Background: an optimization exercise with open tools, aiming at small area. Do not read the settings as production practice. Only simulation tests tie the RTL to the original design; equivalence was not proved. Power figures rest on the tool's default switching activity, not on a simulated workload.

## v13
// spi_intface
module spi_intface # (parameter NCS = 4)
(
    input  wire S_SYSCLK,   
    input  wire S_RESETN,   
    input  wire [7:0] S_AWADDR,
    input  wire [31: 0] S_WDATA,
    input  wire [3 : 0] S_WSTRB,
    input  wire S_REG_WEN,
    input  wire [7 : 0]  S_ARADDR,
    output wire [31 : 0] S_RDATA,
    input  wire S_REG_RDEN,
    output wire S_INTERRUPT,
    output wire S_SPI_SCK,
    input  wire S_SPI_MISO,
    input  wire S_SPI_MOSI_I,
    output wire S_SPI_MOSI_O,
    output wire S_SPI_MOSI_OE,
    output wire [NCS-1:0] S_SPI_SEL
);
Size: about 98 I/O pins, ~39,000 um^2 of cells after synthesis.
clock: 12.0 ns
lec_check: 0
cap_margin: 20
core_margin: 2
core_utilization: 40
slew_margin: 20
standard.sh (not shown) runs the stock make flow with config.mk's settings and CLKGATE_MAP_FILE= SYNTH_SCRIPT=/design/flow/synth_recipe.tcl, a recipe that flattens the netlist after the stock synthesis.
==> flow/flow/run.sh <==
#!/bin/bash
# Layout flow: the standard synthesis, then the combinational logic between
# the registers is re-mapped by ABC for area (registers are kept untouched, with
# their names and cell types), then the rest of the standard layout with
# clock-tree synthesis without dummy loads and larger sink clusters, single-drive
# port buffers.
set -euo pipefail
LIB=$FLOW_HOME/platforms/sky130hd/lib/sky130_fd_sc_hd__tt_025C_1v80.lib
R=orfs/results/sky130hd/spi_intface/base
export CTS_ARGS="-sink_clustering_enable -repair_clock_nets -dont_use_dummy_load -buf_list sky130_fd_sc_hd__clkbuf_16 -sink_clustering_size 30 -sink_clustering_max_diameter 100"
export BUFFER_PORTS_ARGS="-buffer_cell sky130_fd_sc_hd__buf_1"

# 1. standard synthesis
bash standard.sh synth > standard_synth.log 2>&1

# 2. re-map the combinational logic
python3 flow/mkmap.py $LIB cellmap.v > mkmap.log 2>&1
cp $R/1_2_yosys.v synth_standard.v
DU=""
for c in sky130_fd_sc_hd__lpflow_bleeder_1 sky130_fd_sc_hd__lpflow_clkbufkapwr_1 sky130_fd_sc_hd__lpflow_clkbufkapwr_16 \
         sky130_fd_sc_hd__lpflow_clkbufkapwr_2 sky130_fd_sc_hd__lpflow_clkbufkapwr_4 sky130_fd_sc_hd__lpflow_clkbufkapwr_8 \
         sky130_fd_sc_hd__lpflow_clkinvkapwr_1 sky130_fd_sc_hd__lpflow_clkinvkapwr_16 sky130_fd_sc_hd__lpflow_clkinvkapwr_2 \
         sky130_fd_sc_hd__lpflow_clkinvkapwr_4 sky130_fd_sc_hd__lpflow_clkinvkapwr_8 sky130_fd_sc_hd__lpflow_decapkapwr_12 \
         sky130_fd_sc_hd__lpflow_decapkapwr_3 sky130_fd_sc_hd__lpflow_decapkapwr_4 sky130_fd_sc_hd__lpflow_decapkapwr_6 \
         sky130_fd_sc_hd__lpflow_decapkapwr_8 sky130_fd_sc_hd__lpflow_inputiso0n_1 sky130_fd_sc_hd__lpflow_inputiso0p_1 \
         sky130_fd_sc_hd__lpflow_inputiso1n_1 sky130_fd_sc_hd__lpflow_inputiso1p_1 sky130_fd_sc_hd__lpflow_inputisolatch_1 \
         sky130_fd_sc_hd__lpflow_isobufsrc_1 sky130_fd_sc_hd__lpflow_isobufsrc_16 sky130_fd_sc_hd__lpflow_isobufsrc_2 \
         sky130_fd_sc_hd__lpflow_isobufsrc_4 sky130_fd_sc_hd__lpflow_isobufsrc_8 sky130_fd_sc_hd__lpflow_isobufsrckapwr_16 \
         sky130_fd_sc_hd__lpflow_lsbuf_lh_hl_isowell_tap_1 sky130_fd_sc_hd__lpflow_lsbuf_lh_hl_isowell_tap_2 sky130_fd_sc_hd__probe_p_8 \
         sky130_fd_sc_hd__probec_p_8; do
  DU="$DU -dont_use $c"
done
yosys -l resynth.log -p "
  read_liberty -lib $LIB
  read_verilog cellmap.v
  read_verilog synth_standard.v
  hierarchy -top spi_intface
  flatten
  proc
  techmap
  opt -fast
  opt_clean
  rename -hide w:*.*
  abc -liberty $LIB $DU -script flow/resynth.abc
  opt_clean -purge
  hilomap -singleton -hicell sky130_fd_sc_hd__conb_1 HI -locell sky130_fd_sc_hd__conb_1 LO
  splitnets
  opt_clean -purge
  insbuf -buf sky130_fd_sc_hd__buf_4 A X
  stat -liberty $LIB
  write_verilog -noattr -noexpr -nohex -nodec synth_resynth.v
" > resynth.stdout 2>&1
cp synth_resynth.v $R/1_2_yosys.v
rm -f $R/1_synth.odb $R/1_synth.sdc

# 3. the rest of the standard layout
bash standard.sh > standard.log 2>&1
==> flow/flow/resynth.abc <==
strash
&get -n
&deepsyn -T 360
&put
dch -f
amap -F 4 -A 8
topo
Other scripts of this flow, unchanged in this note and not shown: flow/flow/mkmap.py
#### Input delta (v55 over v13)
-- flow/flow/run.sh --
<<< v13, line 10
export CTS_ARGS="-sink_clustering_enable -repair_clock_nets -dont_use_dummy_load -buf_list sky130_fd_sc_hd__clkbuf_16 -sink_clustering_size 30 -sink_clustering_max_diameter 100"
>>> v55, line 10
export CTS_ARGS="-sink_clustering_enable -repair_clock_nets -dont_use_dummy_load -buf_list sky130_fd_sc_hd__clkbuf_16 -sink_clustering_size 25 -sink_clustering_max_diameter 80"
==> flow/flow/resynth.abc <==
strash
&get -n
&deepsyn -T 240
&put
dch -f
map -a
topo
[summary]
v55 reached the final stage; the timing, DRC and antenna checks on its layout passed.
Row area inside the core boundary: v55 higher / v13 lower
Going from v13 to v55, the routed wire length was found to have gone up by 3.9%.
v55 against v13: static power due to leakage climbed about 6.4%; number of rows in the core area picked up an extra about 1.8%; number of non-clock buffers in the layout increased by 8 relative to the old numbers.
Going from v13 to v55, the number of buffer and inverter instances along the worst setup path was found to have gone up by 3.
v55 against v13: part of the power in registers now smaller; die area now larger.
[inputs] v6 vs v55
-- flow/flow/resynth.abc --
<<< v55, line 6
map -a
>>> v6, line 6
amap
## What came out
The flow did not stop early for v6: all stages ran, and the layout cleared the timing, DRC and antenna checks.
v55 → v6: synthesized area saw a decrease, fraction of power consumed by combinational cells +1.8 points.
v55 ended up with sky130_fd_sc_hd__buf_4 as its cell at the slowest stage of the critical path; v6 ended up with sky130_fd_sc_hd__clkinv_1.
The number of signal-net buffers in the layout number comes out higher for v55 vs v6.
Delta (v6 minus v55): worst setup slack shrank by 1600 ps; first-pass GRT wire length shrank by about 1.7%; die area shrank by 2.4%; initial antenna violation count grew by 4.
Fmax deteriorates in v6 relative to v55.
The met3 track utilization from global routing of v6 falls short of that of v55 by 0.70 points.
Comparing v6 and v55, the lower starting utilization of the core area is on v6.
Input changes introduced in v59 (baseline for comparison: v6):
==> flow/flow/resynth.abc <==
strash
&get -n
&deepsyn -T 660
&put
dch -f
amap -F 4 -A 8
topo
## What came out
- Between v59 and v6, the die area is higher for v6.
- Looking at met2 track utilization from global routing, v59 sits 0.19 points above v6.
- Compared with v6, v59 shows worst hold path stage count lower by 1.
- v59 — final cell count about 3.4% lower, v6 as reference
- v59 ended up with a higher worst setup slack after layout than v6 did.

========
Another version of the RTL of spi_intface (not shown whole).
For scale: roughly 6,600 cells after synthesis, roughly 980 flip-flops, ~98 I/O pins.
Settings: LEC_CHECK=0, ABC_AREA=1, CAP_MARGIN=20, CORE_MARGIN=2, CORE_UTILIZATION=60, SLEW_MARGIN=20; clock period 12.0 ns.
run.sh (not shown) runs the stock make flow with config.mk's settings and CLKGATE_MAP_FILE= SYNTH_SCRIPT=/design/flow/synth_recipe.tcl, a recipe that flattens the netlist after the stock synthesis.
Stock flow here: none of the scripts above is used.
Then changed:
--- a/flow/config.mk
+++ b/flow/config.mk
@@ -7,6 +7,5 @@
 export LEC_CHECK = 0
-export ABC_AREA = 1
 export CAP_MARGIN = 20
 export CORE_MARGIN = 2
-export CORE_UTILIZATION = 60
+export CORE_UTILIZATION = 40
 export SLEW_MARGIN = 20
What happened: The changed run finished with timing, DRC and antenna clean. Global-route usage fell by 14 points. Core utilization fell by 22 points. Routed wire length fell by 4.0%. Area after synthesis stays flat. Total power rose by 0.38%. Die area rose by 49%.

========
RTL: one of the versions met above, not the one the previous note started from.
Size: about 3000 cells after synthesis, about 98 I/O pins, about 39000 um^2 of cells after synthesis.
// spi_intface
module spi_intface # (parameter NCS = 4)
(
    input  wire S_SYSCLK,   
    input  wire S_RESETN,   
    input  wire [7:0] S_AWADDR,
    input  wire [31: 0] S_WDATA,
    input  wire [3 : 0] S_WSTRB,
    input  wire S_REG_WEN,
    input  wire [7 : 0]  S_ARADDR,
    output wire [31 : 0] S_RDATA,
    input  wire S_REG_RDEN,
    output wire S_INTERRUPT,
    output wire S_SPI_SCK,
    input  wire S_SPI_MISO,
    input  wire S_SPI_MOSI_I,
    output wire S_SPI_MOSI_O,
    output wire S_SPI_MOSI_OE,
    output wire [NCS-1:0] S_SPI_SEL
);
Settings: LEC_CHECK=0, CAP_MARGIN=20, CORE_MARGIN=2, CORE_UTILIZATION=40, SLEW_MARGIN=20; clock period 12.0 ns.
standard.sh (not shown) runs the stock make flow with config.mk's settings and CLKGATE_MAP_FILE= SYNTH_SCRIPT=/design/flow/synth_recipe.tcl, a recipe that flattens the netlist after the stock synthesis.
==> flow/flow/run.sh <==
#!/bin/bash
# Layout flow: the standard synthesis, then the combinational logic between
# the registers is re-mapped by ABC for area (registers are kept untouched, with
# their names and cell types), then the rest of the standard layout with
# clock-tree synthesis without dummy loads and larger sink clusters, single-drive
# port buffers.
set -euo pipefail
LIB=$FLOW_HOME/platforms/sky130hd/lib/sky130_fd_sc_hd__tt_025C_1v80.lib
R=orfs/results/sky130hd/spi_intface/base
export CTS_ARGS="-sink_clustering_enable -repair_clock_nets -dont_use_dummy_load -buf_list sky130_fd_sc_hd__clkbuf_16 -sink_clustering_size 25 -sink_clustering_max_diameter 80"
export BUFFER_PORTS_ARGS="-buffer_cell sky130_fd_sc_hd__buf_1"

# 1. standard synthesis
bash standard.sh synth > standard_synth.log 2>&1

# 2. re-map the combinational logic
python3 flow/mkmap.py $LIB cellmap.v > mkmap.log 2>&1
cp $R/1_2_yosys.v synth_standard.v
DU=""
for c in sky130_fd_sc_hd__lpflow_bleeder_1 sky130_fd_sc_hd__lpflow_clkbufkapwr_1 sky130_fd_sc_hd__lpflow_clkbufkapwr_16 \
         sky130_fd_sc_hd__lpflow_clkbufkapwr_2 sky130_fd_sc_hd__lpflow_clkbufkapwr_4 sky130_fd_sc_hd__lpflow_clkbufkapwr_8 \
         sky130_fd_sc_hd__lpflow_clkinvkapwr_1 sky130_fd_sc_hd__lpflow_clkinvkapwr_16 sky130_fd_sc_hd__lpflow_clkinvkapwr_2 \
         sky130_fd_sc_hd__lpflow_clkinvkapwr_4 sky130_fd_sc_hd__lpflow_clkinvkapwr_8 sky130_fd_sc_hd__lpflow_decapkapwr_12 \
         sky130_fd_sc_hd__lpflow_decapkapwr_3 sky130_fd_sc_hd__lpflow_decapkapwr_4 sky130_fd_sc_hd__lpflow_decapkapwr_6 \
         sky130_fd_sc_hd__lpflow_decapkapwr_8 sky130_fd_sc_hd__lpflow_inputiso0n_1 sky130_fd_sc_hd__lpflow_inputiso0p_1 \
         sky130_fd_sc_hd__lpflow_inputiso1n_1 sky130_fd_sc_hd__lpflow_inputiso1p_1 sky130_fd_sc_hd__lpflow_inputisolatch_1 \
         sky130_fd_sc_hd__lpflow_isobufsrc_1 sky130_fd_sc_hd__lpflow_isobufsrc_16 sky130_fd_sc_hd__lpflow_isobufsrc_2 \
         sky130_fd_sc_hd__lpflow_isobufsrc_4 sky130_fd_sc_hd__lpflow_isobufsrc_8 sky130_fd_sc_hd__lpflow_isobufsrckapwr_16 \
         sky130_fd_sc_hd__lpflow_lsbuf_lh_hl_isowell_tap_1 sky130_fd_sc_hd__lpflow_lsbuf_lh_hl_isowell_tap_2 sky130_fd_sc_hd__probe_p_8 \
         sky130_fd_sc_hd__probec_p_8; do
  DU="$DU -dont_use $c"
done
yosys -l resynth.log -p "
  read_liberty -lib $LIB
  read_verilog cellmap.v
  read_verilog synth_standard.v
  hierarchy -top spi_intface
  flatten
  proc
  techmap
  opt -fast
  opt_clean
  rename -hide w:*.*
  abc -liberty $LIB $DU -script flow/resynth.abc
  opt_clean -purge
  hilomap -singleton -hicell sky130_fd_sc_hd__conb_1 HI -locell sky130_fd_sc_hd__conb_1 LO
  splitnets
  opt_clean -purge
  insbuf -buf sky130_fd_sc_hd__buf_4 A X
  stat -liberty $LIB
  write_verilog -noattr -noexpr -nohex -nodec synth_resynth.v
" > resynth.stdout 2>&1
cp synth_resynth.v $R/1_2_yosys.v
rm -f $R/1_synth.odb $R/1_synth.sdc

# 3. the rest of the standard layout
bash standard.sh > standard.log 2>&1
==> flow/flow/resynth.abc <==
strash
&get -n
&deepsyn -T 1200
&put
dch -f
amap -F 4 -A 8
topo
Other scripts of this flow, unchanged in this note and not shown: flow/flow/mkmap.py
Then changed:
--- a/flow/flow/run.sh
+++ b/flow/flow/run.sh
@@ -4,5 +4,5 @@
 # their names and cell types), then the rest of the standard layout with
 # clock-tree synthesis without dummy loads and larger sink clusters, single-drive
-# port buffers.
+# port buffers, and power recovery (downsizing) after global routing.
 set -euo pipefail
 LIB=$FLOW_HOME/platforms/sky130hd/lib/sky130_fd_sc_hd__tt_025C_1v80.lib
@@ -10,4 +10,5 @@
 export CTS_ARGS="-sink_clustering_enable -repair_clock_nets -dont_use_dummy_load -buf_list sky130_fd_sc_hd__clkbuf_16 -sink_clustering_size 25 -sink_clustering_max_diameter 80"
 export BUFFER_PORTS_ARGS="-buffer_cell sky130_fd_sc_hd__buf_1"
+export RECOVER_POWER=100
 
 # 1. standard synthesis
==> flow/flow/resynth.abc (replaced) <==
strash
&get -n
&deepsyn -T 240
&put
dch -f
map -a
topo
=> This time the run reached the layout checks and failed them: max-capacitance violations, max-slew violations; routed wire length grows by 5.9%; flip-flop and latch count stays the same; power shrinks by 2.8%.
Then changed:
--- a/flow/flow/run.sh
+++ b/flow/flow/run.sh
@@ -4,5 +4,5 @@
 # their names and cell types), then the rest of the standard layout with
 # clock-tree synthesis without dummy loads and larger sink clusters, single-drive
-# port buffers, and power recovery (downsizing) after global routing.
+# port buffers.
 set -euo pipefail
 LIB=$FLOW_HOME/platforms/sky130hd/lib/sky130_fd_sc_hd__tt_025C_1v80.lib
@@ -10,5 +10,4 @@
 export CTS_ARGS="-sink_clustering_enable -repair_clock_nets -dont_use_dummy_load -buf_list sky130_fd_sc_hd__clkbuf_16 -sink_clustering_size 25 -sink_clustering_max_diameter 80"
 export BUFFER_PORTS_ARGS="-buffer_cell sky130_fd_sc_hd__buf_1"
-export RECOVER_POWER=100
 
 # 1. standard synthesis
==> flow/flow/resynth.abc (replaced) <==
strash
&get -n
&deepsyn -T 360
&put
dch -f
amap -F 4 -A 8
topo
Effect: Now the flow completed without violations. Routed wire length shrinks by 2.6%. Worst setup slack is better by 340 ps. Power came out higher by about 2.3%. Sequential share of layout area grows by 1.7 points. Critical path depth rose by 2. Register-to-register slack gets better by 880 ps.

-- what the ideal ports hide --
How much do the figures lean on ideal ports? The routed layouts below were timed once more, with nothing changed but the port constraints. Step 1 (the two cells are an assumption about what drives the block):
set clk [get_ports {S_SYSCLK}]
set_driving_cell -lib_cell sky130_fd_sc_hd__clkbuf_16 $clk
set_driving_cell -lib_cell sky130_fd_sc_hd__buf_2 [delete_from_list [all_inputs] $clk]
Step 2 also shifts input and output timing later by t, the mid clock arrival at the registers, as if the neighbouring blocks saw the same clock. a / b / c = ideal ports / drivers / drivers and shift; a / b = the first two.
run | t (ns) | setup slack, ns | worst slew at a driven data input, ns | cell pins on the clock port's net
v13 | 0.662 | 2.731 / 2.663 / 3.325 | 0.05 | 1
v55 | 0.678 | 3.428 / 3.408 / 3.408 | 0.08 | 1
v6 | 0.690 | 1.829 / 1.761 / 2.451 | 0.13 | 1
v59 | 0.684 | 3.059 / 2.992 / 3.101 | 0.09 | 1
the first run of note 2 | 0.764 | 2.878 / 2.855 / 2.855 | 0.04 | 1
the second run of note 2 | 0.799 | 2.557 / 2.483 / 2.947 | 0.22 | 1
the first run of note 3 | 0.694 | 1.806 / 1.741 / 2.435 | 0.07 | 1
the second run of note 3 | 0.678 | 2.202 / 2.202 / 2.075 | 0.07 | 1
the third run of note 3 | 0.680 | 2.542 / 2.474 / 3.083 | 0.07 | 1
For the second run of note 3, which loses most, drivers alone change the setup slack by 0.000 ns; drivers and shift together by -0.127 ns.
